From an optimization exercise on the open Yosys and OpenROAD flow, aimed at small area, a short achievable clock period and few clock cycles; shortcuts taken in it are not production practice.
The RTL was checked by simulation tests, not by an equivalence proof against the original design.
The flow treats the clock pin as an ideal source. Dropping or thinning the clock tree relies on that and would not hold on a real chip.
No activity file was given, so power comes from the tool's default toggle rates.

Setup of run A:
// LBP
module LBP(  clk,reset,gray_addr,gray_req,gray_ready,gray_data,lbp_addr,lbp_valid,lbp_data,finish );
export LEC_CHECK = 0
export CAP_MARGIN = 20
export CORE_MARGIN = 2
export CORE_UTILIZATION = 50
export SETUP_SLACK_MARGIN = 2.3
export SLEW_MARGIN = 20
create_clock -name core_clock -period 4.0 [get_ports {clk}]
standard.sh (not shown) runs the stock make flow with config.mk's settings and CLKGATE_MAP_FILE= SYNTH_SCRIPT=/design/flow/synth_recipe.tcl, a recipe that flattens the netlist after the stock synthesis.
==> flow/flow/run.sh <==
#!/bin/bash
HERE=$(cd "$(dirname "$0")" && pwd)
export PRE_CTS_TCL=$HERE/cts_manual.tcl
export CTS_MANUAL_NROOT=4
export CTS_MANUAL_NLEAF=0
export CTS_MANUAL_ROOTBUF=sky130_fd_sc_hd__clkbuf_16
export CTS_MANUAL_LEAFBUF=sky130_fd_sc_hd__clkbuf_16
export BUFFER_PORTS_ARGS="-buffer_cell sky130_fd_sc_hd__buf_2"
bash standard.sh > standard.log 2>&1
Other scripts of this flow, unchanged in this note and not shown: flow/flow/cts_manual.tcl
Run A went all the way through the flow, and no timing, DRC or antenna check failed.
Testbench counts of run A, summed over its fixed seeds: cycles 258,060.
diff inputs: run A => run B
# run A
export LEC_CHECK = 0
export CAP_MARGIN = 20
export CORE_MARGIN = 2
export CORE_UTILIZATION = 50
export SETUP_SLACK_MARGIN = 2.3
export SLEW_MARGIN = 20
create_clock -name core_clock -period 4.0 [get_ports {clk}]
# run B
export LEC_CHECK = 0
export CAP_MARGIN = 20
export CORE_MARGIN = 2
export CORE_UTILIZATION = 50
export SETUP_SLACK_MARGIN = 2.45
export SLEW_MARGIN = 20
create_clock -name core_clock -period 4.0 [get_ports {clk}]
==> run summary <==
Measured against each other, run B and run A differ in share of the final layout cell area in multi-input gates, the lower figure coming from run A. In the flow results for run B and run A, the post-route cell area is larger on run B. Cmp run B vs run A: share of total power consumed by net switching higher in run B. Compared with run A, area occupied by registers in run B increased slightly. Per the comparison of run B with run A, critical path depth grew by 5; total track usage grew by 0.95 points. Wire: run B routes more than run A. Run B vs run A: combinational power up by more than a quarter.
## Diff of input files: run C against run B
# run B
export LEC_CHECK = 0
export CAP_MARGIN = 20
export CORE_MARGIN = 2
export CORE_UTILIZATION = 50
export SETUP_SLACK_MARGIN = 2.45
export SLEW_MARGIN = 20
create_clock -name core_clock -period 4.0 [get_ports {clk}]
# run C
export LEC_CHECK = 0
export CAP_MARGIN = 0
export CORE_MARGIN = 2
export CORE_UTILIZATION = 50
export SETUP_SLACK_MARGIN = 2.4
export SLEW_MARGIN = 0
create_clock -name core_clock -period 4.0 [get_ports {clk}]
--- outcome ---
Run C: no failed stages, no open violations at the end. As far as number of well taps is concerned, run B and run C perform about the same. Lower number of stages on the worst setup path was reported by run C, not run B. When the final numbers for run B and run C were put side by side, the worst hold slack turned out to be greater in run C. Post-detailed-route via-to-cell ratio, run B and run C: lower on run C. Looking only at length in cells of the worst reg-to-reg path, and setting everything else aside, the lower value of run B and run C goes to run C.
No run of this note takes its clock network from TritonCTS; it comes from the design's own scripts or RTL.

* * *

The RTL this note starts from:
==> flow/design.v <==
`timescale 1ns/10ps
module LBP(  clk,reset,gray_addr,gray_req,gray_ready,gray_data,lbp_addr,lbp_valid,lbp_data,finish );
input           clk;
input           reset;
input           gray_ready;
input   [7:0]   gray_data;
output          gray_req;
output          lbp_valid;
output          finish;
output  [7:0]   lbp_data;
output  [13:0]  gray_addr;
output  [13:0]  lbp_addr;
reg             gray_req;    
reg             run;         
reg             lbp_valid;
reg             finish;
reg     [7:0]   lbp_data;
reg     [13:0]  lbp_addr;
reg     [6:0]   row;
reg     [6:0]   col;
reg     [2:0]   j;           
reg             eol;         
reg             lastrow;     
assign gray_addr = {row, col};
reg     [7:0]   p1, p2, p3, p4, p5, p6, p7, p8, p9;
reg     [2:0]   q1, q2, q3, q4, q5, q6, q7;
reg     [3:0]   q8;
reg     [4:0]   q9;
reg             b3;          
wire    [7:0]   x = gray_data;
wire            done = eol & lastrow & (col == 7'd127);
always @(posedge clk or posedge reset)
begin
    if (reset) begin
        gray_req  <= 1'b0;
        run       <= 1'b0;
        finish    <= 1'b0;
        lbp_valid <= 1'b0;
    end else begin
        lbp_valid <= run & (j[2] | j[1]) & (row[6:1] != 6'd0);
        if (run) begin
            if (done) begin
                gray_req <= 1'b0;
                run      <= 1'b0;
                finish   <= 1'b1;
            end
        end else if (gray_ready & ~finish) begin
            gray_req <= 1'b1;
            run      <= 1'b1;
        end
    end
end
always @(posedge clk)
begin
    if (~run) begin
        row     <= 7'd0;
        col     <= 7'd0;
        j       <= 3'd0;
        eol     <= 1'b0;
        lastrow <= 1'b0;
    end else begin
        j     <= j + 3'd1;
        eol   <= (j == 3'd6);
        if (eol) begin
            row     <= row + 7'd1;
            lastrow <= (row == 7'd126);
            col     <= lastrow ? col - 7'd1 : col - 7'd7;
        end else
            col     <= col + 7'd1;
    end
end
always @(posedge clk)
begin
    p1 <= x;  p2 <= p1; p3 <= p2; p4 <= p3; p5 <= p4;
    p6 <= p5; p7 <= p6; p8 <= p7; p9 <= p8;
    q1 <= {p7 >= x, p8 >= x, p9 >= x};
    q2 <= q1; q3 <= q2; q4 <= q3; q5 <= q4; q6 <= q5; q7 <= q6;
    q8 <= {x >= p7, q7};
    q9 <= {x >= p8, q8};
    b3 <= p9 >= p8;
    lbp_data <= {x >= p9, q9[4:3], p8 >= p9, b3, q9[2:0]};
    lbp_addr <= {row - 7'd1, col - 7'd1};
end
endmodule
Settings: LEC_CHECK=0, CAP_MARGIN=20, CORE_MARGIN=2, CORE_UTILIZATION=60, SETUP_SLACK_MARGIN=2.4, SLEW_MARGIN=20; clock period 4.0 ns.
==> flow/flow/run.sh <==
#!/bin/bash
HERE=$(cd "$(dirname "$0")" && pwd)
export PRE_CTS_TCL=$HERE/cts_manual.tcl
export CTS_MANUAL_NROOT=4
export CTS_MANUAL_NLEAF=2
export CTS_MANUAL_ROOTBUF=sky130_fd_sc_hd__clkbuf_8
export CTS_MANUAL_LEAFBUF=sky130_fd_sc_hd__clkbuf_8
export BUFFER_PORTS_ARGS="-buffer_cell sky130_fd_sc_hd__buf_1"
bash standard.sh > standard.log 2>&1
==> flow/flow/cts_manual.tcl <==
# Hand-built balanced clock tree: the clock port drives NROOT buffers; each
# drives NLEAF leaf buffers (or, with NLEAF 0, the registers directly); each
# leaf drives one spatial cluster of the register clock pins. Clusters come
# from recursive bisection of the register positions, so every register sees
# the same number of buffers.
# Estimated clock load (fF) of one cluster driven from its centroid: pin
# capacitance plus wire, the wire taken as proportional to the total
# Manhattan distance of the pins from the centroid (fitted on earlier layouts).
proc mcts_cost {items} {
  set n [llength $items]
  if {$n == 0} { return 0 }
  set sx 0; set sy 0
  foreach s $items { set sx [expr {$sx + [lindex $s 1]}]; set sy [expr {$sy + [lindex $s 2]}] }
  set cx [expr {double($sx)/$n}]; set cy [expr {double($sy)/$n}]
  set st 0
  foreach s $items { set st [expr {$st + abs([lindex $s 1]-$cx) + abs([lindex $s 2]-$cy)}] }
  return [expr {1.75*$n + 0.0258*$st/1000.0}]
}
proc mcts_best {items k} {
  if {$k <= 1 || [llength $items] <= 1} { return [list [mcts_cost $items] [list $items]] }
  set k1 [expr {$k / 2}]
  set k2 [expr {$k - $k1}]
  set n [llength $items]
  set best [list 1e30 {}]
  foreach idx {1 2} {
    set sorted [lsort -integer -index $idx $items]
    set mid [expr {double($n) * $k1 / $k}]
    set lo [expr {max(1, int($mid * 0.8))}]
    set hi [expr {min($n-1, int(ceil($mid * 1.2)))}]
    for {set n1 $lo} {$n1 <= $hi} {incr n1} {
      set l [mcts_best [lrange $sorted 0 [expr {$n1-1}]] $k1]
      if {[lindex $l 0] >= [lindex $best 0]} { continue }
      set r [mcts_best [lrange $sorted $n1 end] $k2]
      set c [expr {max([lindex $l 0], [lindex $r 0])}]
      if {$c < [lindex $best 0]} {
        set best [list $c [concat [lindex $l 1] [lindex $r 1]]]
      }
    }
  }
  return $best
}
proc mcts_split {items k} {
  set b [mcts_best $items $k]
  puts "manual_cts: $k clusters, largest estimated load [format %.1f [lindex $b 0]] fF"
  return [lindex $b 1]
}
proc mcts_buffer {block master name innet items} {
  set sx 0; set sy 0
  foreach s $items { set sx [expr {$sx + [lindex $s 1]}]; set sy [expr {$sy + [lindex $s 2]}] }
  set cx [expr {int($sx / [llength $items])}]
  set cy [expr {int($sy / [llength $items])}]
  set inst [odb::dbInst_create $block $master $name]
  set net [odb::dbNet_create $block "${name}_net"]
  $net setSigType CLOCK
  [$inst findITerm A] connect $innet
  [$inst findITerm X] connect $net
  foreach s $items { set it [lindex $s 0]; $it disconnect; $it connect $net }
  $inst setLocation $cx $cy
  $inst setPlacementStatus PLACED
  return [list [$inst findITerm A] $cx $cy]
}
proc manual_cts {nroot nleaf rootbuf leafbuf} {
  set block [ord::get_db_block]
  set clknet [$block findNet clk]
  set sinks {}
  foreach it [$clknet getITerms] {
    set bb [[$it getInst] getBBox]
    lappend sinks [list $it [expr {([$bb xMin]+[$bb xMax])/2}] [expr {([$bb yMin]+[$bb yMax])/2}]]
  }
  set rm [[ord::get_db] findMaster $rootbuf]
  if {$nleaf == 0} {
    set i 0
    foreach g [mcts_split $sinks $nroot] {
      mcts_buffer $block $rm "clkroot_$i" $clknet $g
      puts "manual_cts: root $i drives [llength $g] registers"
      incr i
    }
  } else {
    set lm [[ord::get_db] findMaster $leafbuf]
    set groups [mcts_split $sinks [expr {$nroot*$nleaf}]]
    set leaves {}
    set i 0
    foreach g $groups {
      lappend leaves [mcts_buffer $block $lm "clkleaf_$i" $clknet $g]
      puts "manual_cts: leaf $i drives [llength $g] registers"
      incr i
    }
    set i 0
    foreach g [mcts_split $leaves $nroot] {
      mcts_buffer $block $rm "clkroot_$i" $clknet $g
      puts "manual_cts: root $i drives [llength $g] leaves"
      incr i
    }
  }
  set_propagated_clock [all_clocks]
}

# cts.tcl calls clock_tree_synthesis right after this hook; build the tree
# by hand instead.
rename clock_tree_synthesis orig_clock_tree_synthesis
proc clock_tree_synthesis {args} {
  manual_cts $::env(CTS_MANUAL_NROOT) $::env(CTS_MANUAL_NLEAF) \
    $::env(CTS_MANUAL_ROOTBUF) $::env(CTS_MANUAL_LEAFBUF)
}
Testbench counts at the start, summed over its fixed seeds: cycles 258,060.
Next try:
--- a/flow/flow/run.sh
+++ b/flow/flow/run.sh
@@ -6,4 +6,4 @@
 export CTS_MANUAL_ROOTBUF=sky130_fd_sc_hd__clkbuf_8
 export CTS_MANUAL_LEAFBUF=sky130_fd_sc_hd__clkbuf_8
-export BUFFER_PORTS_ARGS="-buffer_cell sky130_fd_sc_hd__buf_1"
+export BUFFER_PORTS_ARGS="-buffer_cell sky130_fd_sc_hd__buf_2"
 bash standard.sh > standard.log 2>&1
CORE_UTILIZATION = 40   (was 60)
SETUP_SLACK_MARGIN = 2.3   (was 2.4)
Worst setup slack gets worse by 0.020 ns; cell area drops by a few percent; via count drops by a few percent; critical path depth does not change; die area climbs by well over a third; combinational power drops by roughly a tenth; power drops slightly; final cell count climbs by a few percent; routed wire length drops by a few percent; utilization drops by 28 points; fmax drops slightly.
Next try:
--- a/flow/flow/run.sh
+++ b/flow/flow/run.sh
@@ -4,5 +4,5 @@
 export CTS_MANUAL_NROOT=4
 export CTS_MANUAL_NLEAF=2
-export CTS_MANUAL_ROOTBUF=sky130_fd_sc_hd__clkbuf_8
+export CTS_MANUAL_ROOTBUF=sky130_fd_sc_hd__clkbuf_4
 export CTS_MANUAL_LEAFBUF=sky130_fd_sc_hd__clkbuf_8
 export BUFFER_PORTS_ARGS="-buffer_cell sky130_fd_sc_hd__buf_2"
CORE_UTILIZATION = 50   (was 40)
Synthesized area is unchanged.
Sequential cell count does not change.
Total power went down by 2.4%.
Hold slack barely changes.
Combinational power hardly moves.
Worst setup slack improves by 0.022 ns.
Via count went down by 0.58%.
Next try:
==> flow/flow/run.sh (replaced) <==
#!/bin/bash
HERE=$(cd "$(dirname "$0")" && pwd)
export PRE_CTS_TCL=$HERE/cts_manual.tcl
export CTS_MANUAL_NROOT=4
export CTS_MANUAL_NLEAF=2
export CTS_MANUAL_ROOTBUF=sky130_fd_sc_hd__clkbuf_16
export CTS_MANUAL_LEAFBUF=sky130_fd_sc_hd__clkbuf_16
export BUFFER_PORTS_ARGS="-buffer_cell sky130_fd_sc_hd__buf_2"
bash standard.sh > standard.log 2>&1
CORE_UTILIZATION = 60   (was 50)
SETUP_SLACK_MARGIN = 2.5   (was 2.3)
=> First-iteration DRC count grows by 16%; total power grows by 17%; synthesized area is unchanged; worst hold slack barely changes; sequential share of layout area shrinks by 6.0 points; cell area is higher by 12%; die area goes down by 16%.
Next try:
==> flow/flow/run.sh (replaced) <==
#!/bin/bash
HERE=$(cd "$(dirname "$0")" && pwd)
export PRE_CTS_TCL=$HERE/cts_manual.tcl
export CTS_MANUAL_NROOT=4
export CTS_MANUAL_NLEAF=2
export CTS_MANUAL_ROOTBUF=sky130_fd_sc_hd__clkbuf_8
export CTS_MANUAL_LEAFBUF=sky130_fd_sc_hd__clkbuf_8
export BUFFER_PORTS_ARGS="-buffer_cell sky130_fd_sc_hd__buf_2"
bash standard.sh > standard.log 2>&1
SETUP_SLACK_MARGIN = 2.4   (was 2.5)
The changed run passed the timing, DRC and antenna checks.
Worst setup slack improves by 0.024 ns.
Final cell count grows by 0.36%.
Wire length falls by 9.3%.
Synthesized area stays the same.
Sequential share of layout area goes up by 3.5 points.
Die area stays the same.
Clock skew stays flat.
Cell area shrinks by 6.6%.
First-iteration DRC count grows by 30%.
Fmax rises by 1.5%.
Critical path depth does not change.
Next try:
CORE_UTILIZATION = 50   (was 60)
SETUP_SLACK_MARGIN = 2.3   (was 2.4)
After rerunning: Total power fell slightly. Sequential share of layout area rose by 2.8 points. Combinational power fell by roughly a tenth. Wire length fell by a few percent. Design area fell by a few percent. Critical path depth fell by 5. Sequential cell count is unchanged. Final cell count fell by a few percent. Die area rose by about a fifth. Area after synthesis stays the same.
In every run of this note, the design's own scripts or RTL, not TritonCTS, make the clock network.

* * *

Setup of TR:
// LBP: RTL as listed in full above, without the edits since
export LEC_CHECK = 0
export CAP_MARGIN = 20
export CORE_MARGIN = 2
export CORE_UTILIZATION = 40
export SETUP_SLACK_MARGIN = 2.3
export SLEW_MARGIN = 20
create_clock -name core_clock -period 4.0 [get_ports {clk}]
==> flow/flow/run.sh <==
#!/bin/bash
export CTS_ARGS="-sink_clustering_enable -repair_clock_nets -sink_clustering_size 40 -sink_clustering_max_diameter 100 -dont_use_dummy_load -buf_list sky130_fd_sc_hd__clkbuf_8"
export BUFFER_PORTS_ARGS="-buffer_cell sky130_fd_sc_hd__buf_2"
bash standard.sh > standard.log 2>&1
TR ended with every stage complete and zero timing, DRC or antenna violations.
Testbench counts of TR, summed over its fixed seeds: cycles 258,060.
Modified inputs, PW compared to TR
==> flow/flow/run.sh <==
#!/bin/bash
export CTS_ARGS="-sink_clustering_enable -repair_clock_nets -sink_clustering_size 40 -sink_clustering_max_diameter 100 -dont_use_dummy_load"
export BUFFER_PORTS_ARGS="-buffer_cell sky130_fd_sc_hd__buf_2"
bash standard.sh > standard.log 2>&1
Notes after the runs:
- TR has a higher sequential portion of the cell area than PW.
- Side by side, reg-to-reg setup timing slack turned out higher in PW than in TR.
- Clock power was higher in the run labelled PW.
- Summary of PW over TR: design area picked up an extra about 1.4%, worst-case headroom to the max-slew limit now sits higher.
- Compared with TR, PW is the more power-hungry design.
- Compared with TR, in PW fraction of cell area in non-clock buffers decreased 1.8 points; area overhead of the layout relative to synthesis has increased.

* * *

== red ==
// LBP: RTL as listed in full above, without the edits since
==> flow/config.mk <==
export PLATFORM = sky130hd
export DESIGN_NAME = LBP
export DESIGN_NICKNAME = LBP
export VERILOG_FILES = /design/flow/design.v
export SDC_FILE = /design/flow/constraint.sdc
export NUM_CORES = 4
export LEC_CHECK = 0
export CAP_MARGIN = 20
export CORE_MARGIN = 2
export CORE_UTILIZATION = 60
export SETUP_SLACK_MARGIN = 2.5
export SLEW_MARGIN = 20
==> flow/constraint.sdc <==
create_clock -name core_clock -period 4.0 [get_ports {clk}]
set_input_delay 0.8000 -clock core_clock [delete_from_list [all_inputs] [get_ports {clk}]]
set_output_delay 0.8000 -clock core_clock [all_outputs]
set_load 0.01 [all_outputs]
==> flow/flow/run.sh <==
#!/bin/bash
HERE=$(cd "$(dirname "$0")" && pwd)
export PRE_CTS_TCL=$HERE/cts_manual.tcl
export CTS_MANUAL_NROOT=4
export CTS_MANUAL_NLEAF=0
export CTS_MANUAL_ROOTBUF=sky130_fd_sc_hd__clkbuf_16
export CTS_MANUAL_LEAFBUF=sky130_fd_sc_hd__clkbuf_16
export BUFFER_PORTS_ARGS="-buffer_cell sky130_fd_sc_hd__buf_2"
bash standard.sh > standard.log 2>&1
==> flow/flow/cts_manual.tcl <==
# Hand-built balanced clock tree: the clock port drives NROOT buffers; each
# drives NLEAF leaf buffers (or, with NLEAF 0, the registers directly); each
# leaf drives one spatial cluster of the register clock pins. Clusters come
# from recursive bisection of the register positions, so every register sees
# the same number of buffers.
proc mcts_split {items k} {
  if {$k <= 1 || [llength $items] <= 1} { return [list $items] }
  set xs {}; set ys {}
  foreach s $items { lappend xs [lindex $s 1]; lappend ys [lindex $s 2] }
  set xs [lsort -integer $xs]; set ys [lsort -integer $ys]
  set idx [expr {([lindex $xs end]-[lindex $xs 0]) >= ([lindex $ys end]-[lindex $ys 0]) ? 1 : 2}]
  set sorted [lsort -integer -index $idx $items]
  set k1 [expr {$k / 2}]
  set n1 [expr {int(round([llength $sorted] * double($k1) / $k))}]
  return [concat [mcts_split [lrange $sorted 0 [expr {$n1-1}]] $k1] \
                 [mcts_split [lrange $sorted $n1 end] [expr {$k-$k1}]]]
}
proc mcts_buffer {block master name innet items} {
  set sx 0; set sy 0
  foreach s $items { set sx [expr {$sx + [lindex $s 1]}]; set sy [expr {$sy + [lindex $s 2]}] }
  set cx [expr {int($sx / [llength $items])}]
  set cy [expr {int($sy / [llength $items])}]
  set inst [odb::dbInst_create $block $master $name]
  set net [odb::dbNet_create $block "${name}_net"]
  $net setSigType CLOCK
  [$inst findITerm A] connect $innet
  [$inst findITerm X] connect $net
  foreach s $items { set it [lindex $s 0]; $it disconnect; $it connect $net }
  $inst setLocation $cx $cy
  $inst setPlacementStatus PLACED
  return [list [$inst findITerm A] $cx $cy]
}
proc manual_cts {nroot nleaf rootbuf leafbuf} {
  set block [ord::get_db_block]
  set clknet [$block findNet clk]
  set sinks {}
  foreach it [$clknet getITerms] {
    set bb [[$it getInst] getBBox]
    lappend sinks [list $it [expr {([$bb xMin]+[$bb xMax])/2}] [expr {([$bb yMin]+[$bb yMax])/2}]]
  }
  set rm [[ord::get_db] findMaster $rootbuf]
  if {$nleaf == 0} {
    set i 0
    foreach g [mcts_split $sinks $nroot] {
      mcts_buffer $block $rm "clkroot_$i" $clknet $g
      puts "manual_cts: root $i drives [llength $g] registers"
      incr i
    }
  } else {
    set lm [[ord::get_db] findMaster $leafbuf]
    set groups [mcts_split $sinks [expr {$nroot*$nleaf}]]
    set leaves {}
    set i 0
    foreach g $groups {
      lappend leaves [mcts_buffer $block $lm "clkleaf_$i" $clknet $g]
      puts "manual_cts: leaf $i drives [llength $g] registers"
      incr i
    }
    set i 0
    foreach g [mcts_split $leaves $nroot] {
      mcts_buffer $block $rm "clkroot_$i" $clknet $g
      puts "manual_cts: root $i drives [llength $g] leaves"
      incr i
    }
  }
  set_propagated_clock [all_clocks]
}

# cts.tcl calls clock_tree_synthesis right after this hook; build the tree
# by hand instead.
rename clock_tree_synthesis orig_clock_tree_synthesis
proc clock_tree_synthesis {args} {
  manual_cts $::env(CTS_MANUAL_NROOT) $::env(CTS_MANUAL_NLEAF) \
    $::env(CTS_MANUAL_ROOTBUF) $::env(CTS_MANUAL_LEAFBUF)
}
Testbench counts of red, summed over its fixed seeds: cycles 258,060.
--- input diff red..blue ---
diff --git a/flow/flow/run.sh b/flow/flow/run.sh
--- a/flow/flow/run.sh
+++ b/flow/flow/run.sh
@@ -5,3 +5,3 @@
-export CTS_MANUAL_NLEAF=0
-export CTS_MANUAL_ROOTBUF=sky130_fd_sc_hd__clkbuf_16
-export CTS_MANUAL_LEAFBUF=sky130_fd_sc_hd__clkbuf_16
+export CTS_MANUAL_NLEAF=2
+export CTS_MANUAL_ROOTBUF=sky130_fd_sc_hd__clkbuf_8
+export CTS_MANUAL_LEAFBUF=sky130_fd_sc_hd__clkbuf_8
diff --git a/flow/flow/cts_manual.tcl b/flow/flow/cts_manual.tcl
--- a/flow/flow/cts_manual.tcl
+++ b/flow/flow/cts_manual.tcl
@@ -5,0 +6,36 @@
+# Estimated clock load (fF) of one cluster driven from its centroid: pin
+# capacitance plus wire, the wire taken as proportional to the total
+# Manhattan distance of the pins from the centroid (fitted on earlier layouts).
+proc mcts_cost {items} {
+  set n [llength $items]
+  if {$n == 0} { return 0 }
+  set sx 0; set sy 0
+  foreach s $items { set sx [expr {$sx + [lindex $s 1]}]; set sy [expr {$sy + [lindex $s 2]}] }
+  set cx [expr {double($sx)/$n}]; set cy [expr {double($sy)/$n}]
+  set st 0
+  foreach s $items { set st [expr {$st + abs([lindex $s 1]-$cx) + abs([lindex $s 2]-$cy)}] }
+  return [expr {1.75*$n + 0.0258*$st/1000.0}]
+}
+proc mcts_best {items k} {
+  if {$k <= 1 || [llength $items] <= 1} { return [list [mcts_cost $items] [list $items]] }
+  set k1 [expr {$k / 2}]
+  set k2 [expr {$k - $k1}]
+  set n [llength $items]
+  set best [list 1e30 {}]
+  foreach idx {1 2} {
+    set sorted [lsort -integer -index $idx $items]
+    set mid [expr {double($n) * $k1 / $k}]
+    set lo [expr {max(1, int($mid * 0.8))}]
+    set hi [expr {min($n-1, int(ceil($mid * 1.2)))}]
+    for {set n1 $lo} {$n1 <= $hi} {incr n1} {
+      set l [mcts_best [lrange $sorted 0 [expr {$n1-1}]] $k1]
+      if {[lindex $l 0] >= [lindex $best 0]} { continue }
+      set r [mcts_best [lrange $sorted $n1 end] $k2]
+      set c [expr {max([lindex $l 0], [lindex $r 0])}]
+      if {$c < [lindex $best 0]} {
+        set best [list $c [concat [lindex $l 1] [lindex $r 1]]]
+      }
+    }
+  }
+  return $best
+}
@@ -7,10 +43,3 @@
-  if {$k <= 1 || [llength $items] <= 1} { return [list $items] }
-  set xs {}; set ys {}
-  foreach s $items { lappend xs [lindex $s 1]; lappend ys [lindex $s 2] }
-  set xs [lsort -integer $xs]; set ys [lsort -integer $ys]
-  set idx [expr {([lindex $xs end]-[lindex $xs 0]) >= ([lindex $ys end]-[lindex $ys 0]) ? 1 : 2}]
-  set sorted [lsort -integer -index $idx $items]
-  set k1 [expr {$k / 2}]
-  set n1 [expr {int(round([llength $sorted] * double($k1) / $k))}]
-  return [concat [mcts_split [lrange $sorted 0 [expr {$n1-1}]] $k1] \
-                 [mcts_split [lrange $sorted $n1 end] [expr {$k-$k1}]]]
+  set b [mcts_best $items $k]
+  puts "manual_cts: $k clusters, largest estimated load [format %.1f [lindex $b 0]] fF"
+  return [lindex $b 1]
diff --git a/flow/config.mk b/flow/config.mk
--- a/flow/config.mk
+++ b/flow/config.mk
@@ -11 +11 @@
-export SETUP_SLACK_MARGIN = 2.5
+export SETUP_SLACK_MARGIN = 2.3
Results
Per the comparison of blue with red, clock power rose 24%, number of cells traversed by the worst register-to-register path fell 1, clock network fraction of design power rose 4.4 points, logic depth of the worst path, buffers included fell 5.
Compared with red, blue shows a lower flop-to-flop setup slack.
#### Input delta (green over blue)
diff --git a/flow/config.mk b/flow/config.mk
--- a/flow/config.mk
+++ b/flow/config.mk
@@ -10,2 +10,2 @@
-export CORE_UTILIZATION = 60
-export SETUP_SLACK_MARGIN = 2.3
+export CORE_UTILIZATION = 70
+export SETUP_SLACK_MARGIN = 2.4
[summary]
Between green and blue, the number of endpoints with negative hold slack in the final report does not differ in any meaningful way. The arrival time of data at the critical path endpoint of green is higher than that of blue. Against blue, power dissipated in combinational cells in green rose by more than a quarter.
Relative to green, the following input files were edited for orange:
diff --git a/flow/config.mk b/flow/config.mk
--- a/flow/config.mk
+++ b/flow/config.mk
@@ -10,2 +10,2 @@
-export CORE_UTILIZATION = 70
-export SETUP_SLACK_MARGIN = 2.4
+export CORE_UTILIZATION = 60
+export SETUP_SLACK_MARGIN = 2.1
==> comparison <==
orange: all stages complete, timing, DRC and antenna checks passed
In the reports for orange and green, the smaller number of tapcells belongs to green.
orange vs green on data arrival time at the worst-slack endpoint: orange is the higher one.
Of orange and green, the lower internal power of the cells belongs to orange.
NOTE: number of vias after detailed routing in orange falls short of that of green
Relative to green, the total setup buffers inserted after CTS of orange is lower by 16.
Compared with green, orange shows a lower detailed placement HPWL.
Diff green -> orange: number of optimization iterations in the first detailed-route pass now larger, area of combinational cells with multiple inputs now smaller, starting density of the core now smaller, post-route total power now smaller.
The core of orange is less densely filled than that of green.
No run of this note takes its clock network from TritonCTS; it comes from the design's own scripts or RTL.

static timing again, ports no longer ideal:
How much do the figures lean on ideal ports? The routed layouts below were timed once more, with nothing changed but the port constraints.
Step 1 (the two cells are an assumption about what drives the block):
set clk [get_ports {clk}]
set_driving_cell -lib_cell sky130_fd_sc_hd__clkbuf_16 $clk
set_driving_cell -lib_cell sky130_fd_sc_hd__buf_2 [delete_from_list [all_inputs] $clk]
Step 2, shift: input delay + t, output delay - t, t = (earliest + latest rising clock arrival at the registers) / 2. This alone moves slack from input paths to output paths.
a / b / c = ideal ports / drivers / drivers and shift; a / b = the first two.
run | t, ns | setup WS [ns] | hold WS [ns] | worst setup path after step 2 | worst register clock-pin slew, ns
run A | 0.254 | 2.356 / 2.277 / 2.193 | 0.331 / 0.331 / 0.331 | input to register | 0.12 / 0.12
run B | 0.254 | 2.453 / 2.402 / 2.244 | 0.332 / 0.332 / 0.332 | input to register | 0.12 / 0.12
run C | 0.252 | 2.406 / 2.346 / 2.212 | 0.339 / 0.339 / 0.339 | input to register | 0.12 / 0.12
the first run of note 2 | 0.343 | 2.337 / 2.333 / 2.005 | 0.329 / 0.305 / 0.329 | input to register | 0.10 / 0.10
the second run of note 2 | 0.348 | 2.317 / 2.287 / 2.003 | 0.324 / 0.316 / 0.324 | input to register | 0.11 / 0.11
the third run of note 2 | 0.358 | 2.339 / 2.287 / 2.020 | 0.323 / 0.315 / 0.323 | input to register | 0.10 / 0.10
the fourth run of note 2 | 0.345 | 2.344 / 2.338 / 2.041 | 0.324 / 0.324 / 0.324 | input to register | 0.07 / 0.07
the fifth run of note 2 | 0.348 | 2.368 / 2.325 / 2.047 | 0.331 / 0.328 / 0.331 | input to register | 0.10 / 0.10
the sixth run of note 2 | 0.339 | 2.341 / 2.278 / 2.051 | 0.323 / 0.323 / 0.323 | input to register | 0.10 / 0.10
TR | 0.454 | 2.268 / 2.236 / 1.974 | 0.245 / 0.232 / 0.311 | input to register | 0.08 / 0.08
PW | 0.441 | 2.297 / 2.257 / 1.985 | 0.275 / 0.253 / 0.313 | input to register | 0.06 / 0.06
red | 0.259 | 2.239 / 2.279 / 2.020 | 0.336 / 0.336 / 0.336 | input to register | 0.12 / 0.12
blue | 0.349 | 2.326 / 2.259 / 2.021 | 0.329 / 0.326 / 0.329 | input to register | 0.10 / 0.10
green | 0.342 | 2.209 / 2.221 / 1.879 | 0.331 / 0.331 / 0.331 | input to register | 0.11 / 0.11
orange | 0.335 | 2.167 / 2.118 / 1.874 | 0.335 / 0.335 / 0.335 | input to register | 0.11 / 0.11
After both steps every run listed still meets setup and hold. For the first run of note 2, which loses most, drivers alone change the setup slack by -0.004 ns; drivers and shift together by -0.332 ns.
